What follows belongs to an exercise in optimizing a design on an open flow for small area; a production flow would make more cautious choices.
The RTL was checked by simulation tests, not by an equivalence proof against the original design.
Power is estimated from default activity; no workload was simulated.

$ cat flow/design.v
module posit_mult_32_4 (
  input  wire        clk,
  input  wire [31:0] in1,
  input  wire [31:0] in2,
  input  wire        start,
  output wire [31:0] out,
  output wire        inf,
  output wire        zero,
  output wire        done
);
  reg  [6:0] cnt;
  wire [6:0] cnt_inc;
  pm_inc #(7) u_cinc (.a(cnt), .s(cnt_inc));
  wire c_lo_0  = (cnt[4:0] == 5'd0);
  wire ph_fill = ~cnt[6] & ~cnt[5];                   
  wire ph_wr   = cnt[6] & cnt[5];                     
  wire ph_b    = cnt[6] & ~cnt[5];                    
  wire at32    = ~cnt[6] & cnt[5] & c_lo_0;
  wire at64    = ph_b & c_lo_0;                       
  wire at65    = ph_b & (cnt[4:0] == 5'd1);           
  wire at66    = ph_b & (cnt[4:0] == 5'd2);           
  wire last    = ph_wr & (&cnt[4:0]);                 
  reg  [28:0] acc;
  always @(posedge clk)
    cnt <= at66 ? (acc[28] ? 7'd66 : 7'd96) : cnt_inc;
  wire s1 = in1[31], s2 = in2[31];
  wire nz1 = |in1[30:0], nz2 = |in2[30:0];
  assign inf  = (s1 & ~nz1) | (s2 & ~nz2);
  assign zero = ~s1 & ~nz1 & ~s2 & ~nz2;
  assign done = start;
  wire special = inf | ~nz1 | ~nz2;
  wire ms = s1 ^ s2;
  wire rc1 = in1[30] ^ s1, rc2 = in2[30] ^ s2;
  reg  [4:0]  F1;       
  reg         A1;       
  reg         N1;       
  reg  [31:0] M1;       
  wire [4:0]  F1_inc;
  pm_inc #(5) u_finc (.a(F1), .s(F1_inc));
  wire [31:0] v1 = {in1[30], in1[30:0]};
  wire [4:0]  idx1 = A1 ? F1 : ~cnt[4:0];
  wire        raw1 = v1[idx1];
  wire        term1 = ph_fill & ~A1 & (raw1 ^ in1[30]);
  wire        run1 = ph_fill & ~A1 & ~term1 & ~c_lo_0;     
  wire        x1bit = A1 & (raw1 ^ (s1 & N1));
  always @(posedge clk) begin
    if (last) begin
      A1 <= 1'b0; F1 <= 5'd0; N1 <= 1'b0;
    end else if (ph_fill) begin
      if (term1) A1 <= 1'b1;
      if (A1) F1 <= F1_inc;
      if (A1) N1 <= N1 | raw1;
    end
    if (ph_fill) M1 <= {x1bit, M1[31:1]};
  end
  reg  [5:0]  J2;       
  reg         A2;
  reg         N2;
  reg  [3:0]  E2;       
  wire [5:0]  J2_inc;
  pm_inc #(6) u_jinc (.a(J2), .s(J2_inc));
  wire        e2rd  = A2 & (&J2[5:2]);                
  wire        frac2 = A2 & J2[5] & ~(&J2[5:2]) & ~cnt[6];
  wire        scan2 = ph_fill | at32;                 
  wire [31:0] v2 = {in2[30], in2[30:0]};
  wire [4:0]  idx2 = frac2 ? J2[4:0] : ~cnt[4:0];
  wire        mux2 = v2[idx2];
  wire        raw2 = mux2 & (frac2 | ph_fill);
  wire        term2 = ~A2 & scan2 & (raw2 ^ in2[30]);
  wire        run2 = ~A2 & scan2 & ~term2 & ~c_lo_0;
  wire        x2bit = mux2 ^ (s2 & N2);
  always @(posedge clk) begin
    if (last) begin
      A2 <= 1'b0; J2 <= 6'd60; N2 <= 1'b0;
    end else begin
      if (term2) A2 <= 1'b1;
      if (A2 & (~cnt[6] | at64)) J2 <= J2_inc;
      if (frac2) N2 <= N2 | mux2;
      if (e2rd) E2 <= {E2[2:0], raw2 ^ s2};
    end
  end
  reg         bq;       
  always @(posedge clk) bq <= frac2 ? x2bit : at64;
  reg         S, D0, D1;
  wire [28:0] addend = {bq, M1[27:0] & {28{bq}}};
  wire [20:0] sum_lo;
  wire        c21;
  pm_add #(21) u_lo (.a(acc[20:0]), .b(addend[20:0]), .ci(1'b0), .s(sum_lo), .co(c21));
  wire [7:0]  hi0, hi1;
  wire        co0, co1;
  pm_add #(8) u_hi (.a(acc[28:21]), .b(addend[28:21]), .ci(1'b0), .s(hi0), .co(co0));
  pm_inc1 #(8) u_hi1 (.a(hi0), .ci(1'b1), .s(hi1), .co(co1));
  wire [28:0] sum = {c21 ? hi1 : hi0, sum_lo};
  wire        sum_co = c21 ? (co0 | co1) : co0;
  reg         ovf;
  always @(posedge clk) if (at65) ovf <= sum_co;
  wire        c1 = s1 & ~N1, c2 = s2 & ~N2;
  wire [3:0]  es;
  wire        es_co;
  pm_add #(4) u_es (.a(M1[31:28]), .b(E2), .ci(c2), .s(es), .co(es_co));
  wire [3:0]  e_o;
  wire        eo_co;
  pm_inc1 #(4) u_eo (.a(es), .ci(ovf), .s(e_o), .co(eo_co));
  reg  [6:0]  RA;
  reg         sgr;      
  reg         W;        
  wire        fin = at66 & ~acc[28];                  
  wire        big = RA[6] ? (~RA[5] | (RA[4:1] == 4'd0)) : (RA[5] | (&RA[4:1]));
  wire [6:0]  ra_clamp = big ? (RA[6] ? 7'b1100001 : 7'b0011110) : RA;
  wire        u1 = (run1 & rc1) | (at32 & c1) | (at64 & es_co) | (at66 & acc[28] & eo_co)
                 | (ph_wr & sgr);
  wire        n1 = (run1 & ~rc1) | (ph_wr & ~sgr);
  wire        u2 = run2 & rc2, n2 = run2 & ~rc2;
  wire        d0 = (u1 | n1) ^ (u2 | n2);
  wire        dneg = (n1 & ~u2) | (n2 & ~u1);
  wire        d1 = (u1 & u2) | dneg;
  wire [6:0]  ra_sum;
  wire        ra_co;
  pm_add #(7) u_ra (.a(RA), .b({{5{dneg}}, d1, d0}), .ci(1'b0), .s(ra_sum), .co(ra_co));
  always @(posedge clk) begin
    if (last) RA <= (rc1 & rc2) ? 7'b1111110 : ((rc1 | rc2) ? 7'b1111111 : 7'b0000000);
    else if (fin) RA <= ra_clamp;
    else RA <= ra_sum;
    if (fin) sgr <= RA[6];
    W <= at66 ? 1'b0 : (W | (ph_wr & (oi == 5'd31)));
  end
  wire [4:0]  oi = RA[4:0] ^ {5{~sgr}};
  wire [4:0]  cl = cnt[4:0];
  wire        esel = ph_wr & cl[4] & cl[3] & (cl[2:1] != 2'b00);    
  wire        ebit = cl[2] ? (cl[1] ? (cl[0] ? ~sgr : sgr) : (cl[0] ? e_o[3] : e_o[2]))
                           : (cl[0] ? e_o[1] : e_o[0]);
  wire        src = esel ? ebit : sum[0];
  always @(posedge clk) begin
    acc <= {sum_co, sum[28:1]};
    D1 <= src;
    D0 <= D1;
    S  <= ~ph_fill & (S | D0);
  end
  reg         C;
  wire        L = src, G = D1, R = D0, St = S;
  wire        first = (oi == 5'd0);
  wire        rnd_en = ~(cl[4] & cl[3] & (cl[2:1] != 2'b00));       
  wire        ulp = rnd_en & G & (L | R | St);
  wire        cin = first ? ((G ^ ms) & (ulp ^ ms)) : C;
  wire        yv = (L ^ ms) ^ cin;
  wire        val = ~special & (W ? yv : (~sgr ^ ms));
  reg  [30:0] outr;
  always @(posedge clk) C <= (L ^ ms) & cin;
  genvar gi;
  generate for (gi = 0; gi < 31; gi = gi + 1) begin : g_out
    always @(posedge clk) if (ph_wr & (oi == gi)) outr[gi] <= val;
  end endgenerate
  assign out = {special ? inf : ms, outr};
endmodule
module pm_add #(parameter W = 4) (
  input  wire [W-1:0] a, b,
  input  wire         ci,
  output wire [W-1:0] s,
  output wire         co
);
  wire [W:0] c;
  assign c[0] = ci;
  genvar i;
  generate for (i = 0; i < W; i = i + 1) begin : g
    assign s[i] = a[i] ^ b[i] ^ c[i];
    assign c[i+1] = (a[i] & b[i]) | (c[i] & (a[i] ^ b[i]));
  end endgenerate
  assign co = c[W];
endmodule
module pm_inc #(parameter W = 4) (
  input  wire [W-1:0] a,
  output wire [W-1:0] s
);
  wire [W:0] c;
  assign c[0] = 1'b1;
  genvar i;
  generate for (i = 0; i < W; i = i + 1) begin : g
    assign s[i] = a[i] ^ c[i];
    assign c[i+1] = a[i] & c[i];
  end endgenerate
endmodule
module pm_inc1 #(parameter W = 4) (
  input  wire [W-1:0] a,
  input  wire         ci,
  output wire [W-1:0] s,
  output wire         co
);
  wire [W:0] c;
  assign c[0] = ci;
  genvar i;
  generate for (i = 0; i < W; i = i + 1) begin : g
    assign s[i] = a[i] ^ c[i];
    assign c[i+1] = a[i] & c[i];
  end endgenerate
  assign co = c[W];
endmodule
$ cat flow/run.sh
#!/bin/bash
# synth_recipe.tcl (not shown) runs the flow's synth.tcl, then flattens the netlist and writes it again
# the make line also repeats each setting of config.mk as NAME=value (left out here)
make -C /OpenROAD-flow-scripts/flow DESIGN_CONFIG=/design/flow/config.mk WORK_HOME=/design/flow/orfs CLKGATE_MAP_FILE= SYNTH_SCRIPT=/design/flow/synth_recipe.tcl finish
$ cat flow/config.mk
export PLATFORM = sky130hd
export DESIGN_NAME = posit_mult_32_4
export DESIGN_NICKNAME = posit_mult_32_4
export VERILOG_FILES = /design/flow/design.v
export SDC_FILE = /design/flow/constraint.sdc
export NUM_CORES = 4
export LEC_CHECK = 0
export CAP_MARGIN = 20
export CORE_MARGIN = 2
export CORE_UTILIZATION = 40
export SLEW_MARGIN = 20
$ cat flow/constraint.sdc
create_clock -name core_clock -period 10.0 [get_ports {clk}]
set_input_delay 2.0000 -clock core_clock [delete_from_list [all_inputs] [get_ports {clk}]]
set_output_delay 2.0000 -clock core_clock [all_outputs]
set_load 0.01 [all_outputs]
==> results.toml, run 1 <==
[worst_setup_path]
critPathLaunchType = "register"
worst_setup_path_end_kind = "register"
slowest_stage = "fa_1"
r2r_slack_ns = 1.15
cpMostUsedCell = "fa_1"
worstPathRequired_ns = 10.31
critPathMaxStageDelay_ns = 0.58
crit_type = "reg2reg"
cp.arrival_ns = 9.16
cp_max_fo = 15

[timing]
setup_violations = 0
slew-limit-headroom_pct = 45.45
finalHoldViolCount = 0
layout_setup_ws_ns = 1.150
rsz0062_at_grt = "no"
slew_viol_final = 0
timing.final.crit_share_pct = 88.50
tns_ns = 0
max_freq_ghz = 0.1130
worst_pin_slew_ns = 0.7956
period_minus_slack_ns = 8.850
fin_worst_skew_ns = 0.01325

[global_routing]
track_usage_pct = 18.18
grt_pass1_vias = 5811
grt_max_degree = 41
antenna_found_initial = 0
grt_pass1_wl_microns = 29030
overflow = 0

[logic_synthesis]
ys.flop_type = "edfxtp_1"
syn_area_sq_mm = 0.007706
ys_seq_area_share_pct = 44.42
async_reset_ff_share_pct = 0
synth_area_per_cell_sq_um = 10.32
yosysUniqueCellTypes = 69
yosys_warnings = 1
synth_edf_count = 76
ys_ff_latch = 133
yosysTopAreaCell = "edfxtp_1"
syn_nets = 880
synth_top_area_share_pct = 29.62
synthTopCellsByCount = "nand2_1 (81), nor2_1 (78), edfxtp_1 (76), dfxtp_1 (57), inv_1 (54)"
syn_inst = 747
synth_area_leaders = "edfxtp_1 (30%), dfxtp_1 (15%), fa_1 (9.4%), ha_1 (5.0%), nand2_1 (3.9%)"
synth.most_common_cell = "nand2_1"

[floorplan]
rows = 50
die_y_microns = 142.8
coreArea_sq_mm = 0.01883
fp.dieW_microns = 142.8
dieArea_sq_mm = 0.02039
start_util_pct = 40.92
io-pin-count = 101

[cells_and_area]
fillers = 1718
layout-drive-gt1-share_pct = 6.007
stdcell_area_sq_mm = 0.009473
area.sequential_sq_mm = 0.003423
n_antenna_cell = 0
area_growth_pct = 22.93
final_nets = 969
multi_input_area_sq_mm = 0.003928

[routing]
wl_per_cell_microns = 15.81
viasPerCell = 5.279
ant_nets = 0
first_iter_violations = 473
vias = 5854
drt_wl_total_microns = 17540
drt_pass1_iterations = 5
drc = 0

[placement]
port_buffers = 98
dp_hpwl_microns = 13100
place_ws_ns = 1.045
placed_area_sq_mm = 0.008882
routabilityCongestion = 0.8918

[clock_network]
cts_resized = 0
cts-root-buf = "clkbuf_16"
cts_made_buffers = 17
insertion_delay_ns = 0.42
clk_path_buf_depth = 2
clk_pin_slew_worst_paths_ns = 0.06
htree_num_levels = 4
hold_buffers = 0
clkSinkCount = 133
cts_tree = "built"
postCtsSetupRepairBufs = 0

[pwr]
finalPower_mw = 1.686
p_per_area_mw_per_mm2 = 178.0
p_leak_nw = 3.847
irDropWorstVdd_mv = 0.1385

[worst_hold_path]
min_path_type = "reg2reg"

[flow_run]
drv_cap = 0

[run_status]
status = "complete, no violations"
## per-stage QoR
stage,std cells,util [%],hold WS (ns)
2_1_floorplan,747,-,0.3517
3_3_place_gp,1077,47.17,0.3622
3_5_place_dp,1077,47.17,0.3791
4_1_cts,1109,50.31,0.3877
5_1_grt,1109,50.31,0.4022
6_report,1109,50.31,0.3825
## worst max-delay path, delay by kind of cell, from the launching register on
family        cells  cell delay, ns
fa+ha+maj        21            7.52
simple gates      1            0.20
flops             1            0.43
buf+inv           4            0.24
mux               1            0.34
## final timing paths
path,startpoint,to,depth (start not counted)
setup reg to reg,bq,acc[23],27
hold reg to reg,D1,D0,0
hold / removal,D1,D0,0
setup / recovery,bq,acc[23],27
## layout by cell type, fill, tap and decap left out, types with 4 or more instances in the layout
| master | count |
|---|---|
| nor3_1 | 11 |
| inv_1 | 54 |
| nor2_1 | 77 |
| nand2b_1 | 19 |
| o22ai_1 | 6 |
| o21ai_0 | 17 |
| fa_1 | 36 |
| xnor2_1 | 13 |
| nand2_1 | 81 |
| nand3_1 | 29 |
| dfxtp_1 | 57 |
| mux4_1 | 5 |
| nor4_1 | 15 |
| a31oi_1 | 6 |
| clkdlybuf4s50_1 | 98 |
| mux2_2 | 4 |
| and3_1 | 7 |
| xor2_1 | 5 |
| a21o_1 | 6 |
| ha_1 | 31 |
| a211oi_1 | 11 |
| edfxtp_1 | 76 |
| inv_6 | 5 |
| o2111ai_1 | 5 |
| clkbuf_16 | 19 |
| a21oi_1 | 25 |
| a32oi_1 | 4 |
| o211ai_1 | 4 |
| and2_1 | 27 |
| nand4_1 | 7 |
| mux2i_1 | 17 |
## layer usage
layer,global-route usage [%],wire (microns),vias up
met5,0,0,-
met4,6.618,380,0
met3,4.158,838,26
met2,30.09,8574,185
met1,23.41,7743,2812
li1,-,-,2831
## power breakdown
group	internal [mW]	switching (mW)	total (mW)
Combinational	0.150	0.175	0.325
Sequential	0.675	0.0694	0.745
Clock	0.361	0.255	0.617
Total	1.19	0.500	1.69
## sequential cells by signal (all words and copies together) (netlist names), 4 cells and up
register / count
E2: 4
acc: 29
J2: 6
RA: 7
F1: 5
M1: 32
outr: 31
cnt: 7
## final cells by class
| type | count | area share, % |
|---|---|---|
| Clock buffer | 20 | 5.164 |
| Multi-Input combinational cell | 529 | 41.46 |
| Clock inverter | 12 | 1.070 |
| Timing Repair Buffer | 101 | 10.59 |
| Tap cell | 260 | 3.434 |
| Sequential cell | 133 | 36.14 |
| Inverter | 54 | 2.140 |
## logic make-up (layout without fill, tap and decap cells)
family	count (synthesis)	after routing	synth area share, %
and+or+nand+nor	301	301	19.19
DFF	133	133	44.42
AOI/OAI and AO/OA	116	116	10.46
buffers and inverters	85	187	4.708
adders and majority gates	67	67	14.39
muxes	27	27	4.790
xor gates and xnor gates	18	18	2.046
==> run 2: changes to the inputs <==
--- a/flow/design.v
+++ b/flow/design.v
@@ -24,7 +24,7 @@
   always @(posedge clk)
     cnt <= at66 ? (acc[28] ? 7'd66 : 7'd96) : cnt_inc;
   wire s1 = in1[31], s2 = in2[31];
-  wire nz1 = |in1[30:0], nz2 = |in2[30:0];
+  reg  nz1, nz2;        
   assign inf  = (s1 & ~nz1) | (s2 & ~nz2);
   assign zero = ~s1 & ~nz1 & ~s2 & ~nz2;
   assign done = start;
@@ -34,7 +34,7 @@
   reg  [4:0]  F1;       
   reg         A1;       
   reg         N1;       
-  reg  [31:0] M1;       
+  reg  [31:3] M1;       
   wire [4:0]  F1_inc;
   pm_inc #(5) u_finc (.a(F1), .s(F1_inc));
   wire [31:0] v1 = {in1[30], in1[30:0]};
@@ -51,7 +51,8 @@
       if (A1) F1 <= F1_inc;
       if (A1) N1 <= N1 | raw1;
     end
-    if (ph_fill) M1 <= {x1bit, M1[31:1]};
+    if (ph_fill) M1 <= {x1bit, M1[31:4]};
+    if (ph_fill & (&cnt[4:0])) nz1 <= in1[30] | A1 | term1;
   end
   reg  [5:0]  J2;       
   reg         A2;
@@ -77,21 +78,22 @@
       if (A2 & (~cnt[6] | at64)) J2 <= J2_inc;
       if (frac2) N2 <= N2 | mux2;
       if (e2rd) E2 <= {E2[2:0], raw2 ^ s2};
+      if (at32) nz2 <= in2[30] | A2 | term2;
     end
   end
   reg         bq;       
   always @(posedge clk) bq <= frac2 ? x2bit : at64;
   reg         S, D0, D1;
-  wire [28:0] addend = {bq, M1[27:0] & {28{bq}}};
-  wire [20:0] sum_lo;
-  wire        c21;
-  pm_add #(21) u_lo (.a(acc[20:0]), .b(addend[20:0]), .ci(1'b0), .s(sum_lo), .co(c21));
-  wire [7:0]  hi0, hi1;
+  wire [28:0] addend = {bq, M1[27:3] & {25{bq}}, 3'b000};
+  wire [21:3] sum_lo;
+  wire        chi;
+  pm_add #(19) u_lo (.a(acc[21:3]), .b(addend[21:3]), .ci(1'b0), .s(sum_lo), .co(chi));
+  wire [6:0]  hi0, hi1;
   wire        co0, co1;
-  pm_add #(8) u_hi (.a(acc[28:21]), .b(addend[28:21]), .ci(1'b0), .s(hi0), .co(co0));
-  pm_inc1 #(8) u_hi1 (.a(hi0), .ci(1'b1), .s(hi1), .co(co1));
-  wire [28:0] sum = {c21 ? hi1 : hi0, sum_lo};
-  wire        sum_co = c21 ? (co0 | co1) : co0;
+  pm_add #(7) u_hi (.a(acc[28:22]), .b(addend[28:22]), .ci(1'b0), .s(hi0), .co(co0));
+  pm_inc1 #(7) u_hi1 (.a(hi0), .ci(1'b1), .s(hi1), .co(co1));
+  wire [28:0] sum = {chi ? hi1 : hi0, sum_lo, acc[2:0]};
+  wire        sum_co = chi ? (co0 | co1) : co0;
   reg         ovf;
   always @(posedge clk) if (at65) ovf <= sum_co;
   wire        c1 = s1 & ~N1, c2 = s2 & ~N2;
@@ -108,8 +110,8 @@
   wire        big = RA[6] ? (~RA[5] | (RA[4:1] == 4'd0)) : (RA[5] | (&RA[4:1]));
   wire [6:0]  ra_clamp = big ? (RA[6] ? 7'b1100001 : 7'b0011110) : RA;
   wire        u1 = (run1 & rc1) | (at32 & c1) | (at64 & es_co) | (at66 & acc[28] & eo_co)
-                 | (ph_wr & sgr);
-  wire        n1 = (run1 & ~rc1) | (ph_wr & ~sgr);
+                 | ph_wr;
+  wire        n1 = run1 & ~rc1;
   wire        u2 = run2 & rc2, n2 = run2 & ~rc2;
   wire        d0 = (u1 | n1) ^ (u2 | n2);
   wire        dneg = (n1 & ~u2) | (n2 & ~u1);
@@ -119,12 +121,12 @@
   pm_add #(7) u_ra (.a(RA), .b({{5{dneg}}, d1, d0}), .ci(1'b0), .s(ra_sum), .co(ra_co));
   always @(posedge clk) begin
     if (last) RA <= (rc1 & rc2) ? 7'b1111110 : ((rc1 | rc2) ? 7'b1111111 : 7'b0000000);
-    else if (fin) RA <= ra_clamp;
+    else if (fin) RA <= ra_clamp ^ {7{~RA[6]}};     
     else RA <= ra_sum;
     if (fin) sgr <= RA[6];
     W <= at66 ? 1'b0 : (W | (ph_wr & (oi == 5'd31)));
   end
-  wire [4:0]  oi = RA[4:0] ^ {5{~sgr}};
+  wire [4:0]  oi = RA[4:0];
   wire [4:0]  cl = cnt[4:0];
   wire        esel = ph_wr & cl[4] & cl[3] & (cl[2:1] != 2'b00);    
   wire        ebit = cl[2] ? (cl[1] ? (cl[0] ? ~sgr : sgr) : (cl[0] ? e_o[3] : e_o[2]))
==> flow/flow/run.sh (new file) <==
#!/bin/bash
# Layout flow: the standard layout (standard.sh) with three changes.
#  - Synthesis: flow/synth.tcl, the standard synthesis script with ABC run
#    on an area-oriented script (flow/area.abc).
#  - Port buffers: buffer_ports uses sky130_fd_sc_hd__buf_1 instead of the
#    clkdlybuf4s50_1 delay cell it picks by default; every port still gets
#    its own buffer.
#  - Clock tree: clkbuf_4 buffers and no dummy loads.
# make's full output goes to flow_make.log in this folder; the ORFS step logs
# stay under orfs/logs/.
set -euo pipefail
export AREA_ABC_SCRIPT="$PWD/flow/area.abc"
bash standard.sh \
  "SYNTH_SCRIPT=$PWD/flow/synth.tcl" \
  "BUFFER_PORTS_ARGS=-buffer_cell sky130_fd_sc_hd__buf_1" \
  "CTS_ARGS=-sink_clustering_enable -repair_clock_nets -buf_list sky130_fd_sc_hd__clkbuf_4 -dont_use_dummy_load" \
  finish > flow_make.log 2>&1
==> flow/flow/area.abc (new file) <==
strash
dch
map -a
mfs2
strash
dch
map -a
topo
stime -c
buffer -c
upsize -c
dnsize -c
==> flow/flow/synth.tcl (new file) <==
# The standard synthesis (synth_recipe.tcl), with one change: ABC maps the
# logic with an area-oriented script (area.abc, beside this file) instead of
# ORFS's delay-oriented one. Registers are made before ABC runs, so their
# names and cells are those of the standard synthesis.
proc synth {args} { yosys synth -nofsm -noshare {*}$args }
proc abc {args} {
  set i [lsearch -exact $args -script]
  if {$i >= 0} { lset args [expr {$i+1}] $::env(AREA_ABC_SCRIPT) }
  yosys abc {*}$args
}
source $::env(SCRIPTS_DIR)/synth.tcl
# left out here: clear keep_hierarchy, flatten, clean up, hide names made inside functions, write 1_2_yosys.v
==> flow/standard.sh (new file) <==
#!/bin/bash
# synth_recipe.tcl (not shown) runs the flow's synth.tcl, then flattens the netlist and writes it again
# the make line also repeats each setting of config.mk as NAME=value (left out here)
make -C /OpenROAD-flow-scripts/flow DESIGN_CONFIG=/design/flow/config.mk WORK_HOME=/design/flow/orfs CLKGATE_MAP_FILE= SYNTH_SCRIPT=/design/flow/synth_recipe.tcl "${@:-finish}"
removed: flow/run.sh
==> results.toml, run 2 <==
[run_status]
status = "complete, no violations"

[worst_setup_path]
rr_endpoint = "acc[25]"
critical_path_depth = 26
critPathLaunchType = "register"
cpLargestDelayFamily = "adder cells"
cp.arrival_ns = 8.49
worstPathRequired_ns = 10.42
reg2reg_from = "bq"
slowest_stage = "fa_1"
crit_type = "reg2reg"
crit_end = "acc[25]"
critPathMaxStageDelay_ns = 0.55
path_buf_inv = 5
r2r_slack_ns = 1.93
reg2regPathDepth = 26
cp_max_fo = 19
worst_setup_path_end_kind = "register"
cpMostUsedCell = "fa_1"
startpoint = "bq"

[timing]
tns_ns = 0
setup_violations = 0
slew_viol_final = 0
timing.final.crit_share_pct = 80.68
max_freq_ghz = 0.1239
finalHoldViolCount = 0
rsz0062_at_grt = "no"
period_minus_slack_ns = 8.068
slew-limit-headroom_pct = 33.26
fin_worst_skew_ns = 0.03568
worst_pin_slew_ns = 0.9987

[clock_network]
htree_num_levels = 4
insertion_delay_ns = 0.54
cts_made_buffers = 17
postCtsSetupRepairBufs = 0
cts_tree = "built"
clk_path_buf_depth = 2
hold_buffers = 0
clkSinkCount = 132
cts_resized = 0
clk_pin_slew_worst_paths_ns = 0.11
cts-root-buf = "clkbuf_4"

[logic_synthesis]
syn_area_sq_mm = 0.006738
syn_nets = 825
ys.flop_type = "edfxtp_1"
yosys_warnings = 1
yosysTopAreaCell = "edfxtp_1"
synth.most_common_cell = "nor2_1"
synth_top_area_share_pct = 30.31
yosysUniqueCellTypes = 45
ys_seq_area_share_pct = 49.32
synth_area_leaders = "edfxtp_1 (30%), dfxtp_1 (19%), fa_1 (9.8%), nor2_1 (6.0%), inv_1 (6.0%)"
synth_area_per_cell_sq_um = 9.681
synthTopCellsByCount = "nor2_1 (108), inv_1 (107), nand2_1 (81), edfxtp_1 (68), dfxtp_1 (64)"
syn_inst = 696
async_reset_ff_share_pct = 0
synth_edf_count = 68
ys_ff_latch = 132

[floorplan]
fp.dieW_microns = 133.8
dieArea_sq_mm = 0.01790
start_util_pct = 40.77
io-pin-count = 101
die_y_microns = 133.8
coreArea_sq_mm = 0.01652
rows = 47

[pwr]
p_leak_nw = 3.051
finalPower_mw = 1.074
p_per_area_mw_per_mm2 = 144.3
irDropWorstVdd_mv = 0.06795

[flow_run]
drv_cap = 0

[cells_and_area]
top_regs = "outr: 31 flops, M1: 29 flops, acc: 29 flops"
final_nets = 929
utilization_pct = 45.07
final_cells = 1018
n_antenna_cell = 0
layout_common_cells = "inv_1 (107), nor2_1 (107), buf_1 (98)"
largest_reg_flops = 31
largest_register = "outr"
fillers = 1643
layout-drive-gt1-share_pct = 5.388
area_growth_pct = 10.53

[routing]
first_iter_violations = 247
drc = 0
vias = 4858
wl_per_cell_microns = 12.99
drt_pass1_iterations = 6
drt_wl_total_microns = 13230
ant_nets = 0
viasPerCell = 4.772

[placement]
dp.cells = 1001
dp_hpwl_microns = 9948
routabilityCongestion = 0.8189
port_buffers = 98

[global_routing]
grt_max_degree = 35
grt_pass1_vias = 4684
grt_pass1_wl_microns = 22160
track_usage_pct = 15.72
overflow = 0
antenna_found_initial = 0

[worst_hold_path]
min_path_type = "reg2reg"
==> run 2: cell types whose count changed in the layout (fill, tap and decap cells not counted), sizes merged, moves of 9 or more <==
cell,delta
clkdlybuf4s50,-98
buf,+97
inv,+50
o21ai,+37
nor2,+30
and2,-27
nand2b,-19
mux2i,-17
nor4,-13
nand3,-11
a21oi,+9
o221ai,+9
==> run 2: layout make-up <==
| type | instances | area [sq um] | share of cell area (%) |
|---|---|---|---|
| Sequential cell | 132 | 3323 | 44.62 |
| Multi-Input combinational cell | 433 | 2903 | 38.98 |
| Inverter | 116 | 435.4 | 5.847 |
| Timing Repair Buffer | 100 | 382.9 | 5.141 |
| Tap cell | 220 | 275.3 | 3.696 |
| Clock buffer | 17 | 127.6 | 1.714 |
==> run 2: layer usage <==
metal  share of wire, %  vias to the layer above  routed length, microns  global-route usage (%)
met5                  0                        -                       0                       0
met4                1.6                        0                     208                   4.965
met3                6.2                       17                     816                   4.271
met2                 43                      167                    5750                   23.90
met1                 49                     2188                    6451                   21.97
li1                   -                     2486                       -                       -
==> run 2: kinds of logic (layout without fill, tap and decap cells) <==
family	count (synthesis)	in the layout	share of synthesized area (%)
and+or+nand+nor	236	236	14.45
DFF	132	132	49.32
buffers and inverters	131	233	7.781
muxes	1	1	0.1671
adders and majority gates	63	63	15.38
AOI/OAI and AO/OA	120	120	11.11
xor gates and xnor gates	13	13	1.801
==> run 2: power breakdown <==
part           switching (mW)  leakage [nW]  internal (mW)
combinational           0.139          1.77         0.0689
clock                   0.164        0.0782         0.0775
sequential             0.0226          1.21          0.601
==> run 2: worst reg2reg max path, stage by stage, from the launching register on <==
cell	delay, ns
dfxtp_1	0.39
clkinv_1	0.33
nor2_1	0.10
ha_1	0.18
inv_1	0.06
fa_1	0.18
fa_1	0.16
inv_1	0.05
fa_1	0.37
fa_1	0.40
fa_1	0.39
fa_1	0.39
fa_1	0.39
fa_1	0.38
fa_1	0.38
fa_1	0.38
fa_1	0.38
fa_1	0.38
fa_1	0.38
fa_1	0.38
fa_1	0.36
inv_1	0.07
fa_1	0.15
inv_1	0.04
fa_1	0.38
fa_1	0.55
mux2_2	0.33
==> run 2: worst min-delay path by stage <==
stage,start,end,cells after the start
after floorplan,acc[1],acc[0],0
after global placement,acc[1],acc[0],0
after CTS,acc[1],acc[0],0
after detailed placement,acc[2],acc[1],0
final,acc[1],acc[0],0
after global routing,acc[1],acc[0],0
==> run 2: per-stage QoR <==
stage | instance area (sq um) | setup WS [ns] | hold slack (ns)
3_5_place_dp | 7320 | 1.850 | 0.3143
5_1_grt | 7447 | 1.488 | 0.3570
2_1_floorplan | 6738 | 2.252 | 0.3096
4_1_cts | 7447 | 1.863 | 0.3381
3_3_place_gp | 7320 | 1.967 | 0.3164
6_report | 7447 | 1.932 | 0.3388
==> run 3: changes to the inputs <==
--- a/flow/design.v
+++ b/flow/design.v
@@ -85,13 +85,13 @@
   always @(posedge clk) bq <= frac2 ? x2bit : at64;
   reg         S, D0, D1;
   wire [28:0] addend = {bq, M1[27:3] & {25{bq}}, 3'b000};
-  wire [21:3] sum_lo;
+  wire [24:3] sum_lo;
   wire        chi;
-  pm_add #(19) u_lo (.a(acc[21:3]), .b(addend[21:3]), .ci(1'b0), .s(sum_lo), .co(chi));
-  wire [6:0]  hi0, hi1;
+  pm_add #(22) u_lo (.a(acc[24:3]), .b(addend[24:3]), .ci(1'b0), .s(sum_lo), .co(chi));
+  wire [3:0]  hi0, hi1;
   wire        co0, co1;
-  pm_add #(7) u_hi (.a(acc[28:22]), .b(addend[28:22]), .ci(1'b0), .s(hi0), .co(co0));
-  pm_inc1 #(7) u_hi1 (.a(hi0), .ci(1'b1), .s(hi1), .co(co1));
+  pm_add #(4) u_hi (.a(acc[28:25]), .b(addend[28:25]), .ci(1'b0), .s(hi0), .co(co0));
+  pm_inc1 #(4) u_hi1 (.a(hi0), .ci(1'b1), .s(hi1), .co(co1));
   wire [28:0] sum = {chi ? hi1 : hi0, sum_lo, acc[2:0]};
   wire        sum_co = chi ? (co0 | co1) : co0;
   reg         ovf;
==> flow/flow/area.abc (replaced) <==
strash
dch
amap
==> results.toml, run 3 <==
[worst_setup_path]
r2r_slack_ns = 1.04
cp.arrival_ns = 9.22
critPathLaunchType = "register"
slowest_stage = "fa_1"
critPathMaxStageDelay_ns = 0.49
worstPathRequired_ns = 10.26
cp_max_fo = 8
worst_setup_path_end_kind = "register"
cpMostUsedCell = "fa_1"
crit_type = "reg2reg"

[clock_network]
cts-root-buf = "clkbuf_4"
clkSinkCount = 132
cts_tree = "built"
insertion_delay_ns = 0.53
cts_made_buffers = 17
htree_num_levels = 4
clk_pin_slew_worst_paths_ns = 0.10
clk_path_buf_depth = 2
postCtsSetupRepairBufs = 0
cts_resized = 0
hold_buffers = 0

[timing]
worst_pin_slew_ns = 0.9823
fin_worst_skew_ns = 0.04133
slew_viol_final = 0
setup_violations = 0
timing.final.crit_share_pct = 89.64
rsz0062_at_grt = "no"
tns_ns = 0
slew-limit-headroom_pct = 34.52
max_freq_ghz = 0.1116
period_minus_slack_ns = 8.964
finalHoldViolCount = 0

[placement]
dp.cells = 882
port_buffers = 98
dp_hpwl_microns = 9451
routabilityCongestion = 0.8659

[logic_synthesis]
synth_edf_count = 68
yosysTopAreaCell = "edfxtp_1"
syn_nets = 695
synth_top_area_share_pct = 32.36
syn_area_sq_mm = 0.006310
synth_area_per_cell_sq_um = 11.09
synth.most_common_cell = "nor2_1"
ys_ff_latch = 132
synthTopCellsByCount = "nor2_1 (79), clkinv_1 (73), edfxtp_1 (68), dfxtp_1 (64), fa_1 (33)"
syn_inst = 569
synth_area_leaders = "edfxtp_1 (32%), dfxtp_1 (20%), fa_1 (10%), ha_1 (5.4%), nor2_1 (4.7%)"
yosys_warnings = 1
yosysUniqueCellTypes = 38
ys_seq_area_share_pct = 52.67
ys.flop_type = "edfxtp_1"
async_reset_ff_share_pct = 0

[global_routing]
met2_usage_pct = 24.21
use_met3_pct = 4.666
grt_pass1_vias = 4466
grt.busiest_layer = "met2"
grt_pass1_wl_microns = 21320
overflow = 0
grt_max_degree = 35
antenna_found_initial = 1
track_usage_pct = 16.24
use_met1_pct = 22.89

[floorplan]
die_y_microns = 129.6
fp.dieW_microns = 129.6
io-pin-count = 101
rows = 45
start_util_pct = 41.20
dieArea_sq_mm = 0.01679
coreArea_sq_mm = 0.01531

[pwr]
irDropWorstVdd_mv = 0.1815
p_leak_nw = 2.505
p_per_area_mw_per_mm2 = 257.8

[routing]
drc = 0
ant_nets = 0
first_iter_violations = 305
vias = 4711
wl_per_cell_microns = 14.42
drt_wl_total_microns = 12980
drt_pass1_iterations = 5
viasPerCell = 5.234

[cells_and_area]
utilization_pct = 46.47
final_cells = 900
top_regs = "outr: 31 flops, M1: 29 flops, acc: 29 flops"
final_nets = 816
largest_reg_flops = 31
final_common_cell = "buf_1"
largest_register = "outr"
layout_common_cells = "buf_1 (98), nor2_1 (77), clkinv_1 (73)"
layout-drive-gt1-share_pct = 3.779
area_growth_pct = 12.79

[flow_run]
drv_cap = 0

[worst_hold_path]
min_path_type = "reg2reg"

[run_status]
status = "complete, no violations"
[run 3: worst paths after layout]
kind | startpoint | to | depth (start not counted)
max | M1[3] | ovf | 29
min reg2reg | acc[2] | acc[1] | 0
min | acc[2] | acc[1] | 0
max reg2reg | M1[3] | ovf | 29
[run 3: metrics by stage]
step | power, mW | worst slack [ns] | hold WS, ns | area [sq um]
2_1_floorplan | 1.399 | 1.132 | 0.3096 | 6310
3_3_place_gp | 1.570 | 1.137 | 0.3187 | 6982
3_5_place_dp | 1.611 | 1.041 | 0.3121 | 6982
4_1_cts | 1.856 | 1.005 | 0.3533 | 7109
5_1_grt | 2.014 | 0.6236 | 0.3616 | 7117
6_report | 1.835 | 1.036 | 0.3518 | 7117
[run 3: report_power, final]
group | internal [mW] | switching, mW | total, mW
sequential | 0.735 | 0.116 | 0.851
clock | 0.0776 | 0.159 | 0.237
combinational | 0.308 | 0.439 | 0.748
total | 1.12 | 0.714 | 1.83
[run 3: layout make-up]
cell class | instances | area (sq um)
inverters | 73 | 274.0
diodes | 1 | 2.502
fillers | 1458 | 8198
repair buffers | 103 | 405.4
flip-flops and latches | 132 | 3323
well taps | 211 | 264.0
multi-input cells | 363 | 2720
clock buffers | 17 | 127.6
[run 3: layer usage]
layer	vias up	wire length, microns	part of all wire [%]
met1	2225	6163	47
li1	2316	-	-
met2	155	5787	45
met4	0	156	1.2
met5	-	0	0
met3	15	871	6.7
[run 3: logic make-up (layout without fill, tap and decap cells)]
kind of cell               count (synthesis)  after routing  synth area share, %
DFF                                      132            132                52.67
AOI/OAI and AO/OA                        140            140                15.05
and+or+nand+nor                          163            163                12.00
adders and majority gates                 60             60                15.82
buffers and inverters                     74            193                4.462
other                                      0              1                    0
[run 3: critical path: cells and delay by family, from the launching register on]
family          cells  cell delay (ns)
flops               1             0.36
simple gates        1             0.13
compound gates      1             0.11
fa+ha+maj          22             7.72
buf+inv             5             0.35
==> run 4: changes to the inputs <==
--- a/flow/design.v
+++ b/flow/design.v
@@ -105,7 +105,6 @@
   pm_inc1 #(4) u_eo (.a(es), .ci(ovf), .s(e_o), .co(eo_co));
   reg  [6:0]  RA;
   reg         sgr;      
-  reg         W;        
   wire        fin = at66 & ~acc[28];                  
   wire        big = RA[6] ? (~RA[5] | (RA[4:1] == 4'd0)) : (RA[5] | (&RA[4:1]));
   wire [6:0]  ra_clamp = big ? (RA[6] ? 7'b1100001 : 7'b0011110) : RA;
@@ -124,9 +123,9 @@
     else if (fin) RA <= ra_clamp ^ {7{~RA[6]}};     
     else RA <= ra_sum;
     if (fin) sgr <= RA[6];
-    W <= at66 ? 1'b0 : (W | (ph_wr & (oi == 5'd31)));
   end
   wire [4:0]  oi = RA[4:0];
+  wire        W = ~RA[6];                             
   wire [4:0]  cl = cnt[4:0];
   wire        esel = ph_wr & cl[4] & cl[3] & (cl[2:1] != 2'b00);    
   wire        ebit = cl[2] ? (cl[1] ? (cl[0] ? ~sgr : sgr) : (cl[0] ? e_o[3] : e_o[2]))
==> flow/flow/area.abc (replaced) <==
&get -n
&st
&syn2
&dch
&put
amap
==> results.toml, run 4 <==
[routing]
first_iter_violations = 337
drt_pass1_iterations = 7
ant_nets = 0
viasPerCell = 5.161
drc = 0
drt_wl_total_microns = 12810
wl_per_cell_microns = 14.32
vias = 4619

[logic_synthesis]
syn_nets = 688
ys.flop_type = "edfxtp_1"
async_reset_ff_share_pct = 0
syn_area_sq_mm = 0.006247
synth_edf_count = 68
yosysTopAreaCell = "edfxtp_1"
synth_area_leaders = "edfxtp_1 (33%), dfxtp_1 (20%), fa_1 (11%), ha_1 (5.4%), nor2_1 (4.9%)"
syn_inst = 562
synthTopCellsByCount = "nor2_1 (81), clkinv_1 (70), edfxtp_1 (68), dfxtp_1 (63), fa_1 (33)"
synth_top_area_share_pct = 32.69
synth.most_common_cell = "nor2_1"
ys_ff_latch = 131
yosys_warnings = 1
synth_area_per_cell_sq_um = 11.12
yosysUniqueCellTypes = 36
ys_seq_area_share_pct = 52.87

[cells_and_area]
top_regs = "outr: 31 flops, M1: 29 flops, acc: 29 flops"
final_nets = 811
area_growth_pct = 13.04
final_common_cell = "buf_1"
stdcell_area_sq_mm = 0.007062
layout_common_cells = "buf_1 (98), nor2_1 (80), clkinv_1 (70)"
largest_reg_flops = 31
layout-drive-gt1-share_pct = 3.807
largest_register = "outr"

[placement]
routabilityCongestion = 0.8472
placed_area_sq_mm = 0.006932
port_buffers = 98
dp_hpwl_microns = 9642

[worst_hold_path]
worstHoldStart = "acc[2]"
min_path_type = "reg2reg"
hold_end = "acc[1]"
worst_hold_path.num_cells = 0

[clock_network]
cts_tree = "built"
cts-root-buf = "clkbuf_4"
clk_path_buf_depth = 2
insertion_delay_ns = 0.54
cts_resized = 0
clk_pin_slew_worst_paths_ns = 0.11
postCtsSetupRepairBufs = 0
hold_buffers = 0
cts_made_buffers = 17
htree_num_levels = 4
clkSinkCount = 131

[pwr]
p_leak_nw = 2.491
irDropWorstVdd_mv = 0.1522
p_per_area_mw_per_mm2 = 277.7

[timing]
tns_ns = 0
worst_pin_slew_ns = 0.9280
setup_violations = 0
hold_ws_ns = 0.3376
finalHoldViolCount = 0
max_freq_ghz = 0.1110
slew-limit-headroom_pct = 38.13
period_minus_slack_ns = 9.007
timing.final.crit_share_pct = 90.07
rsz0062_at_grt = "no"
slew_viol_final = 0
fin_worst_skew_ns = 0.04944

[global_routing]
grt_pass1_vias = 4488
grt_pass1_wl_microns = 21620
track_usage_pct = 16.61
use_met3_pct = 5.114
antenna_found_initial = 1
met2_usage_pct = 26.08
grt_max_degree = 35
use_met1_pct = 22.35
overflow = 0
grt.busiest_layer = "met2"

[floorplan]
coreArea_sq_mm = 0.01526
start_util_pct = 40.94
fp.dieW_microns = 129.0
io-pin-count = 101
rows = 45
dieArea_sq_mm = 0.01663
die_y_microns = 129.0

[flow_run]
drv_cap = 0

[worst_setup_path]
critPathLaunchType = "register"
crit_type = "reg2reg"
cp_max_fo = 6
worstPathRequired_ns = 10.26
rr_endpoint = "ovf"
cpMostUsedCell = "fa_1"
worst_setup_path_end_kind = "register"
critPathMaxStageDelay_ns = 0.46
slowest_stage = "fa_1"
reg2regPathDepth = 29
cp.arrival_ns = 9.26
reg2reg_from = "M1[3]"
r2r_slack_ns = 0.99

[run_status]
status = "complete, no violations"
run 4: changes by cell type after synthesis, sizes merged, moves of 4 or more:
cell,previous run,this run
a22oi,23,9
nand4,15,11
or2,1,6
a21oi,12,30
o21ai,32,11
o22ai,32,17
a221oi,1,12
nor3,5,10
nand2,24,30
run 4: worst max path at each step:
stage / startpoint / to / slack [ns] / cells past startpoint
3_5_place_dp: M1[3] / ovf / 0.98 / 29
4_1_cts: M1[3] / ovf / 0.95 / 29
3_3_place_gp: M1[3] / ovf / 1.16 / 29
2_1_floorplan: bq / ovf / 1.13 / 30
5_1_grt: bq / ovf / 0.53 / 30
6_report: M1[3] / ovf / 0.99 / 29
run 4: metal layers:
metal,share of wire [%],wire length [microns]
met1,46,5888
met2,47,6042
met3,5.9,757
met4,0.96,123
met5,0,0
run 4: through the flow:
| step | setup slack [ns] | total power [mW] | cells | utilization, % |
|---|---|---|---|---|
| floorplan | 1.129 | 1.494 | 562 | - |
| global placement | 1.158 | 1.701 | 877 | 45.43 |
| detailed placement | 0.9844 | 1.740 | 877 | 45.43 |
| CTS | 0.9536 | 1.985 | 894 | 46.26 |
| global route | 0.5281 | 2.157 | 895 | 46.28 |
| finish | 0.9934 | 1.961 | 895 | 46.28 |
run 4: cell type report:
type / instances / area [sq um]
fill: 1408 / 8197
sequential: 131 / 3303
multi-input combinational: 360 / 2681
timing repair buffer: 105 / 420.4
tap: 211 / 264.0
inverter: 70 / 262.8
clock buffer: 17 / 127.6
antenna: 1 / 2.502
run 4: cells by family (layout without fill, tap and decap cells):
family                   Yosys count  after routing  synth area share (%)
AO/OA/AOI/OAI                    128            128                 14.32
adder cells (fa/ha/maj)           60             60                 15.98
buffers and inverters             71            192                 4.326
flip-flops                       131            131                 52.87
other                              0              1                     0
AND/OR/NAND/NOR                  172            172                 12.50
run 4: worst max-delay path, delay by kind of cell (launching register included):
kind | cells | cell delay, ns
adders and majority gates | 22 | 7.73
AOI/OAI and AO/OA | 1 | 0.12
buffers and inverters | 5 | 0.37
and+or+nand+nor | 1 | 0.14
DFF | 1 | 0.37
run 4: power breakdown:
group	internal, mW	switching [mW]
Combinational	0.321	0.526
Clock	0.0776	0.160
Sequential	0.756	0.121
==> run 5: changes to the inputs <==
==> flow/flow/run.sh (replaced) <==
#!/bin/bash
# Layout flow: the standard layout (standard.sh) with three changes.
#  - Synthesis: flow/synth.tcl, the standard synthesis script with ABC run
#    on an area-oriented script (flow/area.abc).
#  - Port buffers: buffer_ports uses sky130_fd_sc_hd__buf_1 instead of the
#    clkdlybuf4s50_1 delay cell it picks by default; every port still gets
#    its own buffer.
#  - Clock tree: clkbuf_4 buffers, at most 10 sinks a cluster, no dummy
#    loads.
# make's full output goes to flow_make.log in this folder; the ORFS step logs
# stay under orfs/logs/.
set -euo pipefail
export AREA_ABC_SCRIPT="$PWD/flow/area.abc"
bash standard.sh \
  "SYNTH_SCRIPT=$PWD/flow/synth.tcl" \
  "BUFFER_PORTS_ARGS=-buffer_cell sky130_fd_sc_hd__buf_1" \
  "CTS_ARGS=-sink_clustering_enable -repair_clock_nets -buf_list sky130_fd_sc_hd__clkbuf_4 -sink_clustering_size 10 -dont_use_dummy_load" \
  finish > flow_make.log 2>&1
==> results.toml, run 5 <==
[global_routing]
antenna_found_initial = 1
grt.busiest_layer = "met2"
grt_pass1_vias = 4488
grt_pass1_wl_microns = 21620
track_usage_pct = 16.61
grt_max_degree = 35
use_met3_pct = 5.114
overflow = 0
use_met1_pct = 22.35
met2_usage_pct = 26.08

[logic_synthesis]
synth_area_leaders = "edfxtp_1 (33%), dfxtp_1 (20%), fa_1 (11%), ha_1 (5.4%), nor2_1 (4.9%)"
yosys_warnings = 1
synth_area_per_cell_sq_um = 11.12
ys.flop_type = "edfxtp_1"
yosysUniqueCellTypes = 36
async_reset_ff_share_pct = 0
synthTopCellsByCount = "nor2_1 (81), clkinv_1 (70), edfxtp_1 (68), dfxtp_1 (63), fa_1 (33)"
syn_inst = 562
synth_edf_count = 68
ys_seq_area_share_pct = 52.87
synth.most_common_cell = "nor2_1"
syn_area_sq_mm = 0.006247
synth_top_area_share_pct = 32.69
ys_ff_latch = 131
syn_nets = 688
yosysTopAreaCell = "edfxtp_1"

[pwr]
irDropWorstVdd_mv = 0.1522
finalPower_mw = 1.961
p_leak_nw = 2.491
clock_power_share_pct = 12.1
switching_share_pct = 41.15
p_sw_uw = 807.0
p_int_mw = 1.154
p_seq_share_pct = 44.7
comb_power_share_pct = 43.2
p_per_area_mw_per_mm2 = 277.7

[worst_setup_path]
worstPathRequired_ns = 10.26
rr_endpoint = "ovf"
cp_max_fo = 6
critPathLaunchType = "register"
slowest_stage = "fa_1"
reg2reg_from = "M1[3]"
reg2regPathDepth = 29
critPathMaxStageDelay_ns = 0.46
cp.arrival_ns = 9.26
cpMostUsedCell = "fa_1"
worst_setup_path_end_kind = "register"
crit_type = "reg2reg"
r2r_slack_ns = 0.99
path_buf_inv = 5
cpLargestDelayFamily = "adder cells"

[clock_network]
htree_num_levels = 4
postCtsSetupRepairBufs = 0
clk_pin_slew_worst_paths_ns = 0.11
cts_made_buffers = 17
cts_tree = "built"
hold_buffers = 0
clkSinkCount = 131
cts-root-buf = "clkbuf_4"
insertion_delay_ns = 0.54
cts_resized = 0
clk_path_buf_depth = 2

[cells_and_area]
final_nets = 811
layout-drive-gt1-share_pct = 3.807
largest_reg_flops = 31
area_growth_pct = 13.04
layout_common_cells = "buf_1 (98), nor2_1 (80), clkinv_1 (70)"
largest_register = "outr"
final_common_cell = "buf_1"
top_regs = "outr: 31 flops, M1: 29 flops, acc: 29 flops"

[timing]
period_minus_slack_ns = 9.007
finalHoldViolCount = 0
setup_violations = 0
max_freq_ghz = 0.1110
timing.final.crit_share_pct = 90.07
fin_worst_skew_ns = 0.04944
slew_viol_final = 0
worst_pin_slew_ns = 0.9280
tns_ns = 0
rsz0062_at_grt = "no"
slew-limit-headroom_pct = 38.13

[floorplan]
coreArea_sq_mm = 0.01526
rows = 45
io-pin-count = 101
start_util_pct = 40.94
die_y_microns = 129.0
dieArea_sq_mm = 0.01663
fp.dieW_microns = 129.0

[flow_run]
drv_cap = 0

[worst_hold_path]
worst_hold_path.num_cells = 0
hold_end = "acc[1]"
worstHoldStart = "acc[2]"
min_path_type = "reg2reg"

[run_status]
status = "complete, no violations"

[routing]
ant_nets = 0
first_iter_violations = 337
wl_per_cell_microns = 14.32
drt_wl_total_microns = 12810
drc = 0
viasPerCell = 5.161
drt_pass1_iterations = 7
vias = 4619

[placement]
routabilityCongestion = 0.8472
dp_hpwl_microns = 9642
port_buffers = 98
==> run 5: layout make-up <==
cell class                      count  area [sq um]
Antenna cell                        1         2.502
Tap cell                          211         264.0
Inverter                           70         262.8
Fill cell                        1408          8197
Timing Repair Buffer              105         420.4
Clock buffer                       17         127.6
Sequential cell                   131          3303
Multi-Input combinational cell    360          2681
==> run 5: cell families (layout without fill, tap and decap cells) <==
logic type                 count (synthesis)  in the layout  synth area share, %
AOI/OAI and AO/OA                        128            128                14.32
adders and majority gates                 60             60                15.98
buffers and inverters                     71            192                4.326
DFF                                      131            131                52.87
other                                      0              1                    0
and+or+nand+nor                          172            172                12.50
==> run 5: worst max path at each step <==
stage | from | to | depth (start not counted)
2_1_floorplan | bq | ovf | 30
3_3_place_gp | M1[3] | ovf | 29
3_5_place_dp | M1[3] | ovf | 29
4_1_cts | M1[3] | ovf | 29
5_1_grt | bq | ovf | 30
6_report | M1[3] | ovf | 29
==> run 5: per-stage QoR <==
step           setup WS, ns  util (%)  instance area (sq um)  instances  hold slack [ns]
2_1_floorplan         1.129         -                   6247        562           0.3096
3_3_place_gp          1.158     45.43                   6932        877           0.3210
3_5_place_dp         0.9844     45.43                   6932        877           0.3150
4_1_cts              0.9536     46.26                   7059        894           0.3405
5_1_grt              0.5281     46.28                   7062        895           0.3555
6_report             0.9934     46.28                   7062        895           0.3376
==> run 5: routing by layer <==
layer	part of all wire, %	up-vias
met4	0.96	0
met5	0	-
met3	5.9	9
met2	47	144
met1	46	2191
li1	-	2275
==> run 5: power groups by stage <==
stage / registers [mW] / clock network [mW] / logic (mW)
after floorplan: 0.859 / 0 / 0.636
after global placement: 0.885 / 0 / 0.816
after detailed placement: 0.889 / 0 / 0.851
after CTS: 0.879 / 0.251 / 0.855
after global routing: 0.900 / 0.271 / 0.985
final: 0.877 / 0.237 / 0.847
==> run 5: worst reg2reg max path, delay by kind of cell (launching register included) <==
kind	cells	cell delay, ns
DFF	1	0.37
adders and majority gates	22	7.73
buffers and inverters	5	0.38
and+or+nand+nor	1	0.14
AOI/OAI and AO/OA	1	0.12
==> run 6: changes to the inputs <==
--- a/flow/design.v
+++ b/flow/design.v
@@ -85,13 +85,13 @@
   always @(posedge clk) bq <= frac2 ? x2bit : at64;
   reg         S, D0, D1;
   wire [28:0] addend = {bq, M1[27:3] & {25{bq}}, 3'b000};
-  wire [24:3] sum_lo;
+  wire [25:3] sum_lo;
   wire        chi;
-  pm_add #(22) u_lo (.a(acc[24:3]), .b(addend[24:3]), .ci(1'b0), .s(sum_lo), .co(chi));
-  wire [3:0]  hi0, hi1;
+  pm_add #(23) u_lo (.a(acc[25:3]), .b(addend[25:3]), .ci(1'b0), .s(sum_lo), .co(chi));
+  wire [2:0]  hi0, hi1;
   wire        co0, co1;
-  pm_add #(4) u_hi (.a(acc[28:25]), .b(addend[28:25]), .ci(1'b0), .s(hi0), .co(co0));
-  pm_inc1 #(4) u_hi1 (.a(hi0), .ci(1'b1), .s(hi1), .co(co1));
+  pm_add #(3) u_hi (.a(acc[28:26]), .b(addend[28:26]), .ci(1'b0), .s(hi0), .co(co0));
+  pm_inc1 #(3) u_hi1 (.a(hi0), .ci(1'b1), .s(hi1), .co(co1));
   wire [28:0] sum = {chi ? hi1 : hi0, sum_lo, acc[2:0]};
   wire        sum_co = chi ? (co0 | co1) : co0;
   reg         ovf;
==> flow/flow/run.sh (replaced) <==
#!/bin/bash
# Layout flow: the standard layout (standard.sh) with three changes.
#  - Synthesis: flow/synth.tcl, the standard synthesis script with ABC run
#    on an area-oriented script (flow/area.abc).
#  - Port buffers: buffer_ports uses sky130_fd_sc_hd__buf_1 instead of the
#    clkdlybuf4s50_1 delay cell it picks by default; every port still gets
#    its own buffer.
#  - Clock tree: clkbuf_4 buffers and no dummy loads.
# make's full output goes to flow_make.log in this folder; the ORFS step logs
# stay under orfs/logs/.
set -euo pipefail
export AREA_ABC_SCRIPT="$PWD/flow/area.abc"
bash standard.sh \
  "SYNTH_SCRIPT=$PWD/flow/synth.tcl" \
  "BUFFER_PORTS_ARGS=-buffer_cell sky130_fd_sc_hd__buf_1" \
  "CTS_ARGS=-sink_clustering_enable -repair_clock_nets -buf_list sky130_fd_sc_hd__clkbuf_4 -dont_use_dummy_load" \
  finish > flow_make.log 2>&1
--- a/flow/config.mk
+++ b/flow/config.mk
@@ -7,5 +7,5 @@
 export LEC_CHECK = 0
 export CAP_MARGIN = 20
 export CORE_MARGIN = 2
-export CORE_UTILIZATION = 40
+export CORE_UTILIZATION = 60
 export SLEW_MARGIN = 20
==> results.toml, run 6 <==
[logic_synthesis]
async_reset_ff_share_pct = 0
ys_ff_latch = 131
ys.flop_type = "edfxtp_1"
ys_seq_area_share_pct = 53.14
synth.most_common_cell = "nor2_1"
syn_inst = 554
syn_area_sq_mm = 0.006216
syn_nets = 679
synth_area_per_cell_sq_um = 11.22
synth_area_leaders = "edfxtp_1 (33%), dfxtp_1 (20%), fa_1 (11%), ha_1 (5.2%), nor2_1 (4.5%)"
yosys_warnings = 1
synth_top_area_share_pct = 32.85
synthTopCellsByCount = "nor2_1 (74), edfxtp_1 (68), clkinv_1 (66), dfxtp_1 (63), fa_1 (33)"
synth_edf_count = 68
yosysUniqueCellTypes = 36
yosysTopAreaCell = "edfxtp_1"

[worst_hold_path]
min_path_type = "reg2reg"

[worst_setup_path]
critPathLaunchType = "register"
cp_max_fo = 6
cpMostUsedCell = "fa_1"
critPathMaxStageDelay_ns = 0.47
cp.arrival_ns = 9.63
crit_type = "reg2reg"
worst_setup_path_end_kind = "register"
worstPathRequired_ns = 10.26
slowest_stage = "fa_1"
r2r_slack_ns = 0.63

[cells_and_area]
top_regs = "outr: 31 flops, M1: 29 flops, acc: 29 flops"
largest_reg_flops = 31
final_cells = 810
n_antenna_cell = 0
layout-drive-gt1-share_pct = 3.858
fillers = 805
area_growth_pct = 11.49
layout_common_cells = "buf_1 (98), nor2_1 (73), edfxtp_1 (68)"
final_nets = 801
largest_register = "outr"
final_common_cell = "buf_1"
area.sequential_sq_mm = 0.003303
multi_input_area_sq_mm = 0.002671

[floorplan]
rows = 37
start_util_pct = 61.03
fp.dieW_microns = 105.8
coreArea_sq_mm = 0.01018
io-pin-count = 101
die_y_microns = 105.8
dieArea_sq_mm = 0.01119

[global_routing]
grt_pass1_vias = 4375
grt_max_degree = 35
grt_pass1_wl_microns = 20740
overflow = 0
track_usage_pct = 23.99
antenna_found_initial = 0

[routing]
first_iter_violations = 240
drt_wl_total_microns = 12480
drc = 0
wl_per_cell_microns = 15.41
drt_pass1_iterations = 8
ant_nets = 0
vias = 4565
viasPerCell = 5.636

[timing]
period_minus_slack_ns = 9.370
tns_ns = 0
finalHoldViolCount = 0
rsz0062_at_grt = "no"
worst_pin_slew_ns = 0.8892
slew-limit-headroom_pct = 40.72
setup_violations = 0
slew_viol_final = 0
fin_worst_skew_ns = 0.05757
max_freq_ghz = 0.1067
timing.final.crit_share_pct = 93.70

[clock_network]
clk_path_buf_depth = 2
cts-root-buf = "clkbuf_4"
clkSinkCount = 131
htree_num_levels = 4
cts_tree = "built"
cts_made_buffers = 17
postCtsSetupRepairBufs = 0
cts_resized = 0
clk_pin_slew_worst_paths_ns = 0.10
insertion_delay_ns = 0.55
hold_buffers = 0

[placement]
dp_hpwl_microns = 9470
dp.cells = 793
routabilityCongestion = 0.8488
port_buffers = 98

[pwr]
irDropWorstVdd_mv = 0.1412
p_per_area_mw_per_mm2 = 282.6
p_leak_nw = 2.478

[flow_run]
drv_cap = 0

[run_status]
status = "complete, no violations"
## run 6: area by class of cell
type	instances	area share, %
clock buffer	17	1.841
multi-input combinational	356	38.54
tap	136	2.455
timing repair buffer	104	5.922
sequential	131	47.66
inverter	66	3.575
## run 6: power breakdown
part / total, mW / internal, mW / switching [mW]
sequential: 0.884 / 0.756 / 0.128
clock: 0.231 / 0.0773 / 0.154
combinational: 0.843 / 0.321 / 0.522
## run 6: kinds of logic after synthesis
group,count (synthesis),synth area share [%]
AOI/OAI and AO/OA,129,14.51
adders and majority gates,59,15.86
buffers and inverters,67,4.106
DFF,131,53.14
and+or+nand+nor,168,12.38
## run 6: per-stage QoR
| step | total power, mW | instance area [sq um] | hold WS [ns] | setup WS [ns] | utilization (%) |
|---|---|---|---|---|---|
| after floorplan | 1.484 | 6216 | 0.3096 | 0.7810 | - |
| after global placement | 1.675 | 6792 | 0.3189 | 0.8619 | 66.68 |
| after detailed placement | 1.734 | 6797 | 0.3182 | 0.6028 | 66.73 |
| after CTS | 1.965 | 6924 | 0.3460 | 0.5862 | 67.99 |
| after global routing | 2.141 | 6930 | 0.3547 | 0.2358 | 68.05 |
| final | 1.958 | 6930 | 0.3402 | 0.6305 | 68.05 |
## run 6: path summary, 6_finish.rpt
kind	startpoint	end	cells after the start
hold reg to reg	acc[2]	acc[1]	0
setup reg to reg	M1[3]	ovf	30
setup / recovery	M1[3]	ovf	30
hold / removal	acc[2]	acc[1]	0
## run 6: worst max-delay path: cells and delay by family, from the launching register on
| family | cells | cell delay (ns) |
|---|---|---|
| flops | 1 | 0.36 |
| fa+ha+maj | 23 | 8.12 |
| simple gates | 1 | 0.13 |
| compound gates | 1 | 0.13 |
| buf+inv | 5 | 0.35 |
## run 6: layer usage
layer  routed length, microns  up-vias  track usage [%]
met2                     6243      125            38.94
met5                        0        -                0
li1                         -     2254                -
met3                      742       13            7.483
met1                     5357     2173            31.58
met4                      140        0            6.203

==> port drivers added, routing unchanged <==
The results above use ideal ports. As a check the final layouts listed here were re-extracted and re-timed, cells and wires unchanged.
Step 1 sets driving cells, clkbuf_16 on the clock port and buf_2 on the other inputs (assumed; they add their load-dependent delay and slew).
Step 2 also shifts input and output timing later by t, the mid clock arrival at the registers, as if the neighbouring blocks saw the same clock.
Three values: ideal, step 1, step 2; two values: the first two.
run	shift t [ns]	slack for setup (ns)	hold slack, ns	worst register clock-pin slew, ns	worst data-port slew with drivers (ns)
run 1	0.462	1.150 / 1.150 / 1.023	0.383 / 0.383 / 0.383	0.06 / 0.06	0.06
run 2	0.558	1.932 / 1.932 / 1.932	0.339 / 0.339 / 0.339	0.12 / 0.12	0.06
run 3	0.548	1.036 / 1.036 / 1.036	0.352 / 0.352 / 0.352	0.12 / 0.12	0.07
run 4	0.547	0.993 / 0.993 / 0.993	0.338 / 0.338 / 0.338	0.12 / 0.12	0.06
run 5	0.547	0.993 / 0.993 / 0.993	0.338 / 0.338 / 0.338	0.12 / 0.12	0.06
run 6	0.554	0.630 / 0.630 / 0.630	0.340 / 0.340 / 0.340	0.12 / 0.12	0.06
After both steps setup and hold are still met in every run listed. For run 1, which loses most, drivers alone change the setup slack by 0.000 ns; drivers and shift together by -0.127 ns.
